From an optimization exercise on the open Yosys and OpenROAD flow, aimed at small area and a short achievable clock period; shortcuts taken in it are not production practice. In this exercise RTL edits were held to simulation tests only and were not proved equivalent to the original. Power and IR drop assume default switching activity.

## heap
module heap
#(
	parameter DATA_WIDTH = 32,
	parameter KEY_WIDTH = 16,
	parameter NLEVELS = 5
	)
(
	input clk,
	input rstn,
	input [DATA_WIDTH-1:0] din,
	input en,
	input init,
	input flush,
	output reg [DATA_WIDTH-1:0] dout,
	output reg valid
    );
Size in the first run: about 9300 cells after synthesis, about 2600 flip-flops, roughly 70 I/O pins.
Settings: LEC_CHECK=0, ABC_AREA=1, CAP_MARGIN=20, CORE_MARGIN=2, CORE_UTILIZATION=60, SETUP_SLACK_MARGIN=5, SLEW_MARGIN=20; clock period 8.0 ns.
run.sh (not shown) runs the stock make flow with config.mk's settings and CLKGATE_MAP_FILE= SYNTH_SCRIPT=/design/flow/synth_recipe.tcl, a recipe that flattens the netlist after the stock synthesis.
The starting point produced a clean layout.
==> next run, changes <==
Settings changed: ABC_AREA 1 to unset, SETUP_SLACK_MARGIN 5 to 4.5.
Effect:
- flip-flop and latch count is unchanged
- total power hardly moves
- non-clock buffer count grows by 85
- setup slack got worse by 0.69 ns
==> next run, changes <==
Settings changed: CORE_UTILIZATION 60 to 70, SETUP_SLACK_MARGIN 4.5 to 5.
Power is about the same. Setup slack degrades by 0.081 ns. Worst hold slack is about the same. Design area came out lower by about 0.7%. First-iteration DRC count climbs by about 14%. Clock-buffer cell count shrinks by 37. Routed wire length climbs by about 4%. Clock skew grows by 0.019 ns. Non-clock buffer count came out lower by 23. Sequential power stays flat. Die area went down by 14%.


## P
The RTL this note starts from:
==> flow/design.v <==
module dpram
#(
	parameter NP = 2,
	parameter AW = 1,
	parameter DW = 62
)
(
	input [AW-1:0] sel,
	input [NP*DW-1:0] din,
	output [DW-1:0] dout
);
	assign dout = din[sel*DW +: DW];
endmodule
module data_store
#(
	parameter K = 1,
	parameter W = 31
)
(
	input clk,
	input clr,
	input we,
	input [(K>0?K:1)-1:0] wa,
	input [W-1:0] wd,
	output [(W<<K)-1:0] q
);
	localparam N = 1 << K;
	wire [W-1:0] wdc = {wd[W-1:17], wd[16:0] | {17{clr}}};
	genvar i;
	generate for (i = 0; i < N; i = i + 1) begin: g_node
		reg [W-1:0] v;
		always @(posedge clk)
			if (clr | (we & (K == 0 || wa == i)))
				v <= wdc;
		assign q[i*W +: W] = v;
	end
	endgenerate
endmodule
module sort_node
#(
	parameter W = 31
)
(
	input [W-1:0] x,
	input [W-1:0] c0,
	input [W-1:0] c1,
	output s,
	output swp,
	output [W-1:0] wd
);
	wire g01 = gt17(c1[16:0], c0[16:0]);
	wire g0x = gt17(c0[16:0], x[16:0]);
	wire g1x = gt17(c1[16:0], x[16:0]);
	assign s   = g01;
	assign swp = g01 ? g1x : g0x;
	assign wd  = (g01 & g1x) ? c1 : ((~g01 & g0x) ? c0 : x);
function gt17;
	input [16:0] ga;
	input [16:0] gb;
	integer gi, gl;
	reg [31:0] gg, gs;
	begin
		gg = 32'd0;
		gs = 32'd0;
		for (gi = 0; gi < 17; gi = gi + 1) begin
			gg[gi] = ga[gi] & ~gb[gi];
			gs[gi] = ~ga[gi] & gb[gi];
		end
		for (gl = 16; gl >= 1; gl = gl / 2)
			for (gi = 0; gi < gl; gi = gi + 1) begin
				gg[gi] = gg[2*gi+1] | (~gs[2*gi+1] & gg[2*gi]);
				gs[gi] = gs[2*gi+1] | (~gg[2*gi+1] & gs[2*gi]);
			end
		gt17 = gg[0];
	end
endfunction
endmodule
module heap
#(
	parameter DATA_WIDTH = 32,
	parameter KEY_WIDTH = 16,
	parameter NLEVELS = 5
	)
(
	input clk,
	input rstn,
	input [DATA_WIDTH-1:0] din,
	input en,
	input init,
	input flush,
	output reg [DATA_WIDTH-1:0] dout,
	output reg valid
    );
localparam W = 31;
reg         op0;         
reg [W-1:0] x0;          
reg         init_r;
reg         live;        
reg [5:0]   fcnt;        
reg         fwait;       
wire fop = (fcnt != 6'd0) & ~fwait;
always @(posedge clk or negedge rstn) begin
	if (!rstn) begin
		op0 <= 1'b0;
		init_r <= 1'b0;
		live <= 1'b0;
		fcnt <= 6'd0;
		fwait <= 1'b0;
	end
	else begin
		op0 <= en | fop;
		init_r <= init;
		if (init)
			live <= 1'b1;
		if (flush) begin
			fcnt <= 6'd63;
			fwait <= 1'b0;
		end
		else if (fcnt != 6'd0) begin
			fwait <= ~fwait;
			if (fop)
				fcnt <= fcnt - 6'd1;
		end
	end
end
always @(posedge clk) begin
	x0[W-1:17] <= din[29:16];
	x0[16:0]   <= fop ? 17'd0 : {din[15], ~din[15], din[14:0]};
end
wire [W*1-1:0]  l0;
wire [W*2-1:0]  l1;
wire [W*4-1:0]  l2;
wire [W*8-1:0]  l3;
wire [W*16-1:0] l4;
wire [W*32-1:0] l5;
wire         we0, we1, we2;
wire [W-1:0] wd0, wd1, wd2;
reg          a1, a2, a3, a4, a5;
reg  [0:0]   p1;
reg  [1:0]   p2;
reg  [2:0]   p3;
reg  [3:0]   p4;
reg  [4:0]   p5;
reg  [W-1:0] x1, x2, x3, x4, x5;
reg          pv3, pv4;
reg  [2:0]   pa3;
reg  [3:0]   pa4;
reg  [W-1:0] pd3, pd4;
data_store #(.K(0)) U_L0 (.clk(clk), .clr(init_r), .we(we0), .wa(1'b0), .wd(wd0), .q(l0));
data_store #(.K(1)) U_L1 (.clk(clk), .clr(init_r), .we(we1), .wa(p1),   .wd(wd1), .q(l1));
data_store #(.K(2)) U_L2 (.clk(clk), .clr(init_r), .we(we2), .wa(p2),   .wd(wd2), .q(l2));
data_store #(.K(3)) U_L3 (.clk(clk), .clr(init_r), .we(pv3), .wa(pa3),  .wd(pd3), .q(l3));
data_store #(.K(4)) U_L4 (.clk(clk), .clr(init_r), .we(pv4), .wa(pa4),  .wd(pd4), .q(l4));
data_store #(.K(5)) U_L5 (.clk(clk), .clr(init_r), .we(a5),  .wa(p5),   .wd(x5),  .q(l5));
wire gt_rx;
wire s0, swp0;
sort_node U_CR (.x(x0), .c0(x0), .c1(l0), .s(gt_rx), .swp(), .wd());
sort_node U_N0 (.x(x0), .c0(l1[0 +: W]), .c1(l1[W +: W]), .s(s0), .swp(swp0), .wd(wd0));
wire [W-1:0] out = gt_rx ? l0 : x0;
assign we0 = op0 & gt_rx;
always @(posedge clk) begin
	dout <= {2'b00, out[30:17], out[16], out[14:0]};
end
always @(posedge clk or negedge rstn) begin
	if (!rstn)
		valid <= 1'b0;
	else
		valid <= op0 & live & (out[16] ^ out[15]);
end
wire s1, swp1;
wire [2*W-1:0] pr1 = p1[0] ? l2[2*W +: 2*W] : l2[0 +: 2*W];
sort_node U_N1 (.x(x1), .c0(pr1[0 +: W]), .c1(pr1[W +: W]), .s(s1), .swp(swp1), .wd(wd1));
assign we1 = a1;
reg  [4*W-1:0] pf2;
wire [4*W-1:0] rd3r = p1[0] ? l3[4*W +: 4*W] : l3[0 +: 4*W];
wire [4*W-1:0] rd3;
wire h3p = pv3 & (pa3[2] == p1[0]);
genvar j;
generate for (j = 0; j < 4; j = j + 1) begin: g_f3
	assign rd3[j*W +: W] = (h3p & (pa3[1:0] == j)) ? pd3 : rd3r[j*W +: W];
end
endgenerate
wire s2, swp2;
wire [2*W-1:0] q2 = p2[0] ? pf2[2*W +: 2*W] : pf2[0 +: 2*W];
reg  [1:0] hs2;      
wire [W-1:0] c20 = hs2[0] ? pd3 : q2[0 +: W];
wire [W-1:0] c21 = hs2[1] ? pd3 : q2[W +: W];
sort_node U_N2 (.x(x2), .c0(c20), .c1(c21), .s(s2), .swp(swp2), .wd(wd2));
assign we2 = a2;
reg  [4*W-1:0] pf3;
wire [4*W-1:0] rd4r, rd4;
dpram #(.NP(4), .AW(2), .DW(4*W)) U_RD4 (.sel(p2), .din(l4), .dout(rd4r));
wire h4p = pv4 & (pa4[3:2] == p2);
generate for (j = 0; j < 4; j = j + 1) begin: g_f4
	assign rd4[j*W +: W] = (h4p & (pa4[1:0] == j)) ? pd4 : rd4r[j*W +: W];
end
endgenerate
wire s3, swp3;
wire [W-1:0] wd3;
wire [2*W-1:0] q3 = p3[0] ? pf3[2*W +: 2*W] : pf3[0 +: 2*W];
reg  [1:0] hs3;      
wire [W-1:0] c30 = hs3[0] ? pd4 : q3[0 +: W];
wire [W-1:0] c31 = hs3[1] ? pd4 : q3[W +: W];
sort_node U_N3 (.x(x3), .c0(c30), .c1(c31), .s(s3), .swp(swp3), .wd(wd3));
reg  [4*W-1:0] pf4;
wire [4*W-1:0] rd5;
dpram #(.NP(8), .AW(3), .DW(4*W)) U_RD5 (.sel(p3), .din(l5), .dout(rd5));
wire h5 = a5 & (p5[4:2] == p3);
wire [4*W-1:0] rd5f;
generate for (j = 0; j < 4; j = j + 1) begin: g_f5
	assign rd5f[j*W +: W] = (h5 & (p5[1:0] == j)) ? x5 : rd5[j*W +: W];
end
endgenerate
wire s4, swp4;
wire [W-1:0] wd4;
wire [2*W-1:0] q4 = p4[0] ? pf4[2*W +: 2*W] : pf4[0 +: 2*W];
sort_node U_N4 (.x(x4), .c0(q4[0 +: W]), .c1(q4[W +: W]), .s(s4), .swp(swp4), .wd(wd4));
always @(posedge clk or negedge rstn) begin
	if (!rstn) begin
		a1 <= 1'b0;
		a2 <= 1'b0;
		a3 <= 1'b0;
		a4 <= 1'b0;
		a5 <= 1'b0;
		pv3 <= 1'b0;
		pv4 <= 1'b0;
	end
	else begin
		a1 <= op0 & gt_rx & swp0;
		a2 <= a1 & swp1;
		a3 <= a2 & swp2;
		a4 <= a3 & swp3;
		a5 <= a4 & swp4;
		pv3 <= a3;
		pv4 <= a4;
	end
end
always @(posedge clk) begin
	x1 <= x0;
	x2 <= x1;
	x3 <= x2;
	x4 <= x3;
	x5 <= x4;
	p1 <= s0;
	p2 <= {p1, s1};
	p3 <= {p2, s2};
	p4 <= {p3, s3};
	p5 <= {p4, s4};
	pa3 <= p3;
	pa4 <= p4;
	pd3 <= wd3;
	pd4 <= wd4;
	pf2 <= rd3;
	hs2[0] <= a3 & (p3[2] == p1[0]) & (p3[1] == s1) & ~p3[0];
	hs2[1] <= a3 & (p3[2] == p1[0]) & (p3[1] == s1) &  p3[0];
	hs3[0] <= a4 & (p4[3:2] == p2) & (p4[1] == s2) & ~p4[0];
	hs3[1] <= a4 & (p4[3:2] == p2) & (p4[1] == s2) &  p4[0];
	pf3 <= rd4;
	pf4 <= rd5f;
end
endmodule
Settings: LEC_CHECK=0, CAP_MARGIN=20, CORE_MARGIN=2, CORE_UTILIZATION=40, SETUP_SLACK_MARGIN=5, SLEW_MARGIN=20; clock period 8.0 ns.
P ran to completion and came out clean on the timing, DRC and antenna checks.
### P -> Q
Settings: SETUP_SLACK_MARGIN now 3.5, was 5.
[summary]
- Q vs. P: detailed-routed wire length on met2 went down by 13000 um.
- Share of total power in the clock network: Q > P
- Clock transition at the register clock pins on the worst setup and hold paths after CTS: P vs Q, no meaningful difference
- Sort Q and P by part of the power in combinational logic desc -> top: P
- Final area: Q and P compared, lower one is Q
- Between Q and P, setup slack is lower for Q, P comes in above that.
- In Q, worst slack at placement is higher than in P.
What R does differently from Q at the input level:
Settings: CORE_UTILIZATION: 40 -> 60; ABC_AREA: unset -> 1; SETUP_SLACK_MARGIN: 3.5 -> 4.5.
==> comparison <==
Measured against Q, the final weighted congestion of routability-driven global placement of R comes out at 1.06 times the reference value.
In R, the placement-stage cell area came out 790 um2 above the value in Q.
Looking at highest metal layer used by the detailed router, the met5 result is from R; the met4 one comes from Q.
Comparing Q and R, die outline height is higher on Q.
Fraction of met3 tracks used by global routing ended up 3.3 points higher on R than on Q.
Relative to Q, the detailed-route wire length of R is higher by about 21%.
The higher met3 layer wire length in the routed design of Q and R is in R.

[re-timing with driven ports]
No port has a modelled driver above. Below, the same layouts with a new extraction and two added sets of constraints.
Step 1 sets driving cells, clkbuf_16 on the clock port and buf_2 on the other inputs (assumed; they add their load-dependent delay and slew).
Step 2, shift: input delay + t, output delay - t, t = (earliest + latest rising clock arrival at the registers) / 2. This alone moves slack from input paths to output paths.
Three values: no drivers, after step 1, after step 2; two values: the first two.
run	t (ns)	slack for setup (ns)	worst register clock-pin slew, ns	worst data-port slew with drivers (ns)
the first run of note 1	1.026	4.889 / 4.889 / 4.889	0.07 / 0.07	0.05
the second run of note 1	1.008	4.200 / 4.200 / 4.200	0.07 / 0.07	0.04
the third run of note 1	0.962	4.119 / 4.119 / 4.119	0.08 / 0.08	0.05
P	1.010	4.199 / 4.199 / 4.199	0.07 / 0.07	0.04
Q	0.994	3.568 / 3.568 / 3.568	0.07 / 0.07	0.04
R	1.013	4.570 / 4.473 / 4.578	0.07 / 0.07	0.06
After both steps every run listed still meets setup and hold.
